What follows belongs to an exercise in optimizing a design on an open flow for small area; a production flow would make more cautious choices. RTL that was checked went through simulation tests only; none was proved equivalent to the original. The clock port is modelled as an ideal driver, which makes a skipped or thinned clock tree look cheaper than it is; a real chip needs a root buffer or a tree. Power figures rest on the tool's default switching activity, not on a simulated workload.

== rev 12 ==
==> flow/design.v (excerpt) <==
module final_top(
	input clk100,
	input rst,
	output servoOut,
	output actuatorPull,
	output actuatorPush,
	input [2:0] infraSensor,
	input servoPhotoT,
	input RPhotoT,
	input LPhotoT,
	input motor,
	output [3:0] IN,
	output [6:0] seg,
	output [3:0] an
	);
	localparam SETUP = 2'd0, WAIT = 2'd1, PUSH = 2'd2, PULL = 2'd3;
	logic [1:0] st;
	logic push, pull;
	wire first = (st == SETUP) && !pull;
	logic [19:0] cl;
	wire [19:0] cinc = cl + {19'd0, !first};    
	logic [3:0] in_r;
	always @(posedge clk100) begin
		if (rst) begin
			cl <= 0;
			in_r <= 4'b0000;
		end else begin
			cl <= cinc;
			if (cinc[16:0] < 17'd81750 && !motor)
				case (infraSensor)
					3'b001, 3'b011: in_r <= 4'b1010;
					3'b100, 3'b110: in_r <= 4'b0101;
					default:        in_r <= 4'b1001;
				endcase
			else
				in_r <= 4'b0000;
		end
	end
	assign an = {cl[19:18] == 2'd0 ? 1'b0 : 1'b1, cl[19:18] == 2'd1 ? 1'b0 : 1'b1,
	             cl[19:18] == 2'd2 ? 1'b0 : 1'b1, cl[19:18] == 2'd3 ? 1'b0 : 1'b1};
	assign IN = in_r;
	logic [13:0] w;
	logic ro, lo, so;
	logic [7:0] cr, cL, cs;
	logic r2, l2, af, s2;
	wire er = RPhotoT ^ ro;
	wire el = LPhotoT ^ lo;
	wire es = servoPhotoT ^ so;
	wire ir = er;
  ...
For scale: ~120 flip-flops, about 27 I/O pins.
Settings: LEC_CHECK=0, CAP_MARGIN=20, CORE_MARGIN=2, CORE_UTILIZATION=40, CTS_BUF_LIST=sky130_fd_sc_hd__clkbuf_4, CTS_CLUSTER_SIZE=20, SLEW_MARGIN=20; clock period 10.0 ns.
run.sh (not shown) runs the stock make flow with config.mk's settings and CLKGATE_MAP_FILE= SYNTH_SCRIPT=/design/flow/synth_recipe.tcl, a recipe that flattens the netlist after the stock synthesis.
Inputs modified between rev 12 and rev 13:
# rev 12
export LEC_CHECK = 0
export CAP_MARGIN = 20
export CORE_MARGIN = 2
export CORE_UTILIZATION = 40
export CTS_BUF_LIST = sky130_fd_sc_hd__clkbuf_4
export CTS_CLUSTER_SIZE = 20
export SLEW_MARGIN = 20
create_clock -name core_clock -period 10.0 [get_ports {clk100}]
# rev 13
export LEC_CHECK = 0
export CAP_MARGIN = 20
export CORE_MARGIN = 2
export CORE_UTILIZATION = 40
export SLEW_MARGIN = 20
create_clock -name core_clock -period 10.0 [get_ports {clk100}]
--- outcome ---
- Measured against each other, rev 13 and rev 12 differ in ratio of final minimum period to clock period, the lower figure coming from rev 13.
- Rev 12 → rev 13: clock share of power increased 12 points; flip-flop and latch power stayed essentially flat; post-placement cell area held steady; post-layout total power higher.
- On normalized max-slew margin, rev 13 and rev 12 are neck and neck.
- Rev 13 vs. rev 12: portion of total power attributed to combinational logic fell 3.1 points, clock latency reported for the late side of the worst-skew pair fell 100 ps.
- On final wirelength, the higher figure sits with rev 13, not rev 12.
- Looking only at detailed-route vias per instance, and setting everything else aside, the lower value of rev 13 and rev 12 goes to rev 13.
Function was not checked in any run of this note: the RTL went through the layout flow alone.


green:
Another version of the RTL of final_top (not shown whole).
Size: ~480 cells after synthesis.
clock: 10.0 ns
lec_check: 0
cap_margin: 20
core_margin: 2
core_utilization: 60
place_density: 0.9
slew_margin: 20
standard.sh (not shown) runs the stock make flow with config.mk's settings and CLKGATE_MAP_FILE= SYNTH_SCRIPT=/design/flow/synth_recipe.tcl, a recipe that flattens the netlist after the stock synthesis.
==> flow/flow/run.sh <==
#!/bin/bash
# Layout flow: the standard synthesis, then an area-oriented re-mapping of the
# combinational logic between the registers (registers, their names and cells are
# untouched; several ABC scripts are tried and the smallest result that is proven
# equivalent to the standard netlist is used), then the standard
# floorplan and placement with single-drive port buffers, a two-level clock tree
# built here (flow/cts.tcl), and the standard routing and finish. Each tool's output goes to its own log here.
set -euo pipefail
W=$(pwd)
RES=$W/orfs/results/$FLOW_PLATFORM/final_top/base
LIB=$FLOW_HOME/platforms/$FLOW_PLATFORM/lib/sky130_fd_sc_hd__tt_025C_1v80.lib
YOSYS=${YOSYS_EXE:-/OpenROAD-flow-scripts/tools/install/yosys/bin/yosys}
[[ -x $YOSYS ]] || YOSYS=$(command -v yosys)

# 1. standard synthesis
bash standard.sh synth > $W/log_1_standard_synth.log 2>&1

# 2. re-map the combinational logic for area
R=$W/remap
mkdir -p $R
cp $RES/1_2_yosys.v $R/in.v
DU=""
for c in $(sed -n '/^export DONT_USE_CELLS/,/^#/p' $FLOW_HOME/platforms/$FLOW_PLATFORM/config.mk | grep -o 'sky130_fd_sc_hd__[a-z0-9_]*'); do
  DU="$DU -dont_use $c"
done
cat > $R/flat.ys <<EOS
read_liberty -overwrite -ignore_miss_func $LIB
read_verilog $R/in.v
hierarchy -top $FLOW_TOP
blackbox sky130_fd_sc_hd__dfxtp_1
flatten
rename -hide w:*.*
opt_clean -purge
select -module $FLOW_TOP
write_verilog -noattr -selected $R/flat.v
EOS
$YOSYS -l $W/log_2_remap_flat.log -q $R/flat.ys > /dev/null 2>&1 || true

SCRIPTS=(
  "+strash;&get,-n;&deepsyn,-I,4,-J,50,-S,1;&st;&if,-K,4;&mfs;&st;&deepsyn,-I,2,-J,30;&dch;&nf,-a,-R,1000;&put"
  "+strash;&get,-n;&deepsyn,-I,4,-J,50,-S,2;&st;&if,-K,4;&mfs;&st;&deepsyn,-I,2,-J,30;&dch;&nf,-a,-R,1000;&put"
  "+strash;&get,-n;&deepsyn,-I,4,-J,50,-S,3;&st;&if,-K,4;&mfs;&st;&deepsyn,-I,2,-J,30;&dch;&nf,-a,-R,1000;&put"
  "+strash;&get,-n;&deepsyn,-I,4,-J,50,-S,4;&st;&if,-K,3;&mfs;&st;&deepsyn,-I,2,-J,30;&dch;&nf,-a,-R,1000;&put"
  "+strash;&get,-n;&deepsyn,-I,4,-J,50,-S,5;&st;&if,-K,4;&mfs;&st;&deepsyn,-I,2,-J,30;&dch;&nf,-a,-R,1000;&put"
  "+strash;&get,-n;&deepsyn,-I,4,-J,50,-S,6;&st;&if,-K,3;&mfs;&st;&deepsyn,-I,2,-J,30;&dch;&nf,-a,-R,1000;&put"
  "+strash;&get,-n;&deepsyn,-I,4,-J,50,-S,7;&dch;&nf,-a,-R,1000;&put"
  "+strash;&get,-n;&deepsyn,-I,4,-J,50,-S,8;&st;&if,-K,4;&mfs;&st;&if,-K,4;&mfs;&st;&deepsyn,-I,2,-J,30;&dch;&nf,-a,-R,1000;&put"
)
if [[ -s $R/flat.v ]]; then
  for i in "${!SCRIPTS[@]}"; do
    cat > $R/map$i.ys <<EOS
read_liberty -lib $LIB
read_verilog $R/flat.v
hierarchy -top $FLOW_TOP
techmap
opt -fast
abc -liberty $LIB $DU -script ${SCRIPTS[$i]}
opt_clean -purge
splitnets
hilomap -singleton -hicell sky130_fd_sc_hd__conb_1 HI -locell sky130_fd_sc_hd__conb_1 LO
insbuf -buf sky130_fd_sc_hd__buf_1 A X
opt_clean -purge
tee -o $R/area$i.txt stat -liberty $LIB
write_verilog -noattr -noexpr -nohex -nodec $R/out$i.v
EOS
    ( $YOSYS -l $W/log_2_remap_map$i.log -q $R/map$i.ys > /dev/null 2>&1 || true ) &
    (( (i + 1) % 4 == 0 )) && wait
  done
  wait
fi
# candidates, smallest first
CANDS=$(for i in "${!SCRIPTS[@]}"; do
  a=$(grep -h 'Chip area' $R/area$i.txt 2>/dev/null | awk '{print $NF}')
  [[ -n "$a" && -s $R/out$i.v ]] && echo "$a $i"
done | sort -g | awk '{print $2}')
echo "remap candidates (smallest first): $CANDS"
remapped=none
for i in $CANDS; do
  cat > $R/equiv$i.ys <<EOS
read_liberty -overwrite -ignore_miss_func $LIB
blackbox sky130_fd_sc_hd__dfxtp_1
read_verilog $R/in.v
rename $FLOW_TOP gold
read_verilog $R/out$i.v
rename $FLOW_TOP gate
flatten gold gate
opt_clean
equiv_make gold gate eq
hierarchy -top eq
equiv_simple
equiv_status -assert
EOS
  if $YOSYS -l $W/log_2_remap_equiv$i.log -q $R/equiv$i.ys > /dev/null 2>&1 &&
     [[ $(grep -c 'sky130_fd_sc_hd__dfxtp' $R/in.v) == $(grep -c 'sky130_fd_sc_hd__dfxtp' $R/out$i.v) ]]; then
    cp $R/out$i.v $RES/1_2_yosys.v
    rm -f $RES/1_synth.odb $RES/1_synth.sdc
    bash standard.sh synth > $W/log_2_remap_odb.log 2>&1
    remapped=$i
    break
  fi
done
echo "remapped with script: $remapped"

# 3. floorplan .. placement
export BUFFER_PORTS_ARGS="-buffer_cell sky130_fd_sc_hd__buf_1"
bash standard.sh place > $W/log_3_standard_place.log 2>&1

# 4. clock tree (flow/cts.tcl): a root buffer and NLEAF leaf buffers over equal
# groups of flip-flops. Configurations are tried smallest area first; the first
# whose flip-flop clock slew (placement estimate) is at most 112 ps is built.
export RES
export FLOW_CLOCK=$(grep -o 'get_ports {[^}]*}' constraint.sdc | head -1 | sed 's/get_ports {\(.*\)}/\1/')
export ROOTBUF=sky130_fd_sc_hd__clkbuf_4
CHOSEN="7 sky130_fd_sc_hd__clkbuf_8"
for cfg in "5 clkbuf_8" "10 clkbuf_4" "3 clkbuf_16" "11 clkbuf_4" "6 clkbuf_8" "12 clkbuf_4" "7 clkbuf_8" "13 clkbuf_4" "4 clkbuf_16" "14 clkbuf_4" "8 clkbuf_8"; do
  set -- $cfg
  s=$(CTS_TRIAL=1 NLEAF=$1 LEAFBUF=sky130_fd_sc_hd__$2 openroad -exit -no_init $W/flow/cts.tcl 2>&1 | tee -a $W/log_4_cts_trials.log | grep TRIAL_SLEW | awk '{print $2}' || true)
  echo "clock tree trial $cfg: slew $s"
  if [[ -n "$s" ]] && awk -v s="$s" 'BEGIN{exit !(s <= 0.112)}'; then
    CHOSEN="$1 sky130_fd_sc_hd__$2"
    break
  fi
done
set -- $CHOSEN
echo "clock tree: $CHOSEN"
NLEAF=$1 LEAFBUF=$2 openroad -exit -no_init $W/flow/cts.tcl > $W/log_4_cts.log 2>&1

# 5. routing .. finish (the standard steps from the clock-tree database on)
bash standard.sh finish > $W/log_5_standard_finish.log 2>&1
Other scripts of this flow, unchanged in this note and not shown: flow/flow/cts.tcl
green went all the way through synthesis, placement and routing and the layout is clean on timing, DRC and antenna.
> inputs changed (green -> orange)
Settings: clearing PLACE_DENSITY, which used to be 0.9.
diff --git a/flow/flow/run.sh b/flow/flow/run.sh
--- a/flow/flow/run.sh
+++ b/flow/flow/run.sh
@@ -40,8 +40,8 @@
-  "+strash;&get,-n;&deepsyn,-I,4,-J,50,-S,1;&st;&if,-K,4;&mfs;&st;&deepsyn,-I,2,-J,30;&dch;&nf,-a,-R,1000;&put"
-  "+strash;&get,-n;&deepsyn,-I,4,-J,50,-S,2;&st;&if,-K,4;&mfs;&st;&deepsyn,-I,2,-J,30;&dch;&nf,-a,-R,1000;&put"
-  "+strash;&get,-n;&deepsyn,-I,4,-J,50,-S,3;&st;&if,-K,4;&mfs;&st;&deepsyn,-I,2,-J,30;&dch;&nf,-a,-R,1000;&put"
-  "+strash;&get,-n;&deepsyn,-I,4,-J,50,-S,4;&st;&if,-K,3;&mfs;&st;&deepsyn,-I,2,-J,30;&dch;&nf,-a,-R,1000;&put"
-  "+strash;&get,-n;&deepsyn,-I,4,-J,50,-S,5;&st;&if,-K,4;&mfs;&st;&deepsyn,-I,2,-J,30;&dch;&nf,-a,-R,1000;&put"
-  "+strash;&get,-n;&deepsyn,-I,4,-J,50,-S,6;&st;&if,-K,3;&mfs;&st;&deepsyn,-I,2,-J,30;&dch;&nf,-a,-R,1000;&put"
-  "+strash;&get,-n;&deepsyn,-I,4,-J,50,-S,7;&dch;&nf,-a,-R,1000;&put"
-  "+strash;&get,-n;&deepsyn,-I,4,-J,50,-S,8;&st;&if,-K,4;&mfs;&st;&if,-K,4;&mfs;&st;&deepsyn,-I,2,-J,30;&dch;&nf,-a,-R,1000;&put"
+  "+strash;&get,-n;&deepsyn,-T,30,-S,1;&st;&if,-K,4;&mfs;&st;&deepsyn,-T,10;&dch;&nf,-a,-R,1000;&put"
+  "+strash;&get,-n;&deepsyn,-T,30,-S,2;&st;&if,-K,4;&mfs;&st;&deepsyn,-T,10;&dch;&nf,-a,-R,1000;&put"
+  "+strash;&get,-n;&deepsyn,-T,30,-S,3;&st;&if,-K,4;&mfs;&st;&deepsyn,-T,10;&dch;&nf,-a,-R,1000;&put"
+  "+strash;&get,-n;&deepsyn,-T,30,-S,4;&st;&if,-K,3;&mfs;&st;&deepsyn,-T,10;&dch;&nf,-a,-R,1000;&put"
+  "+strash;&get,-n;&deepsyn,-T,30,-S,5;&st;&if,-K,4;&mfs;&st;&deepsyn,-T,10;&dch;&nf,-a,-R,1000;&put"
+  "+strash;&get,-n;&deepsyn,-T,30,-S,6;&st;&if,-K,3;&mfs;&st;&deepsyn,-T,10;&dch;&nf,-a,-R,1000;&put"
+  "+strash;&get,-n;&deepsyn,-T,30,-S,7;&dch;&nf,-a,-R,1000;&put"
+  "+strash;&get,-n;&deepsyn,-T,30,-S,8;&dch,-f;&nf,-a,-R,1000;&st;&dch;&nf,-a,-R,1000;&put"
@@ -110 +110 @@
-# whose flip-flop clock slew (placement estimate) is at most 112 ps is built.
+# whose flip-flop clock slew (placement estimate) is at most 118 ps is built.
@@ -119 +119 @@
-  if [[ -n "$s" ]] && awk -v s="$s" 'BEGIN{exit !(s <= 0.112)}'; then
+  if [[ -n "$s" ]] && awk -v s="$s" 'BEGIN{exit !(s <= 0.118)}'; then
==> comparison <==
- orange ended with every stage complete and zero timing, DRC or antenna violations.
- Having completed the whole flow, green delivered a layout that passed the timing, design-rule and antenna checks.
- Re number of combinational gates with multiple inputs: no difference whatsoever between orange and green.
- Net switching power, orange vs green: up slightly
- The internal power of the cells on orange is in line with that on green.
- Going from green to orange, the area of combinational cells with multiple inputs was found to have gone down by 6.3 µm².
- The post-route minimum period of orange was inferior to that of green.
- For met2 routed wirelength, dividing the value from orange by the value from green gives 0.934.
- There was hardly any difference in clock power between green and orange.
No run of this note takes its clock network from TritonCTS; it comes from the design's own scripts or RTL.

-- what the ideal ports hide --
No port has a modelled driver above. Below, the same layouts with a new extraction and two added sets of constraints.
Step 1 (the two cells are an assumption about what drives the block):
set clk [get_ports {clk100}]
set_driving_cell -lib_cell sky130_fd_sc_hd__clkbuf_16 $clk
set_driving_cell -lib_cell sky130_fd_sc_hd__buf_2 [delete_from_list [all_inputs] $clk]
Step 2 also shifts input and output timing later by t, the mid clock arrival at the registers, as if the neighbouring blocks saw the same clock.
Slacks: ideal / step 1 / step 2; pairs: ideal / step 1.
run | shift t [ns] | setup slack, ns | clock arrival spread, ns | worst slew at a driven data input, ns | pins driven straight from the clock port
rev 12 | 0.551 | 5.268 / 5.234 / 5.659 | 0.016 / 0.016 | 0.03 | 1
rev 13 | 0.456 | 5.382 / 5.338 / 5.672 | 0.011 / 0.011 | 0.03 | 1
green | 0.498 | 6.350 / 6.354 / 5.856 | 0.010 / 0.010 | 0.03 | 1
orange | 0.499 | 6.300 / 6.305 / 5.806 | 0.015 / 0.016 | 0.03 | 1
After both steps setup and hold are still met in every run listed.
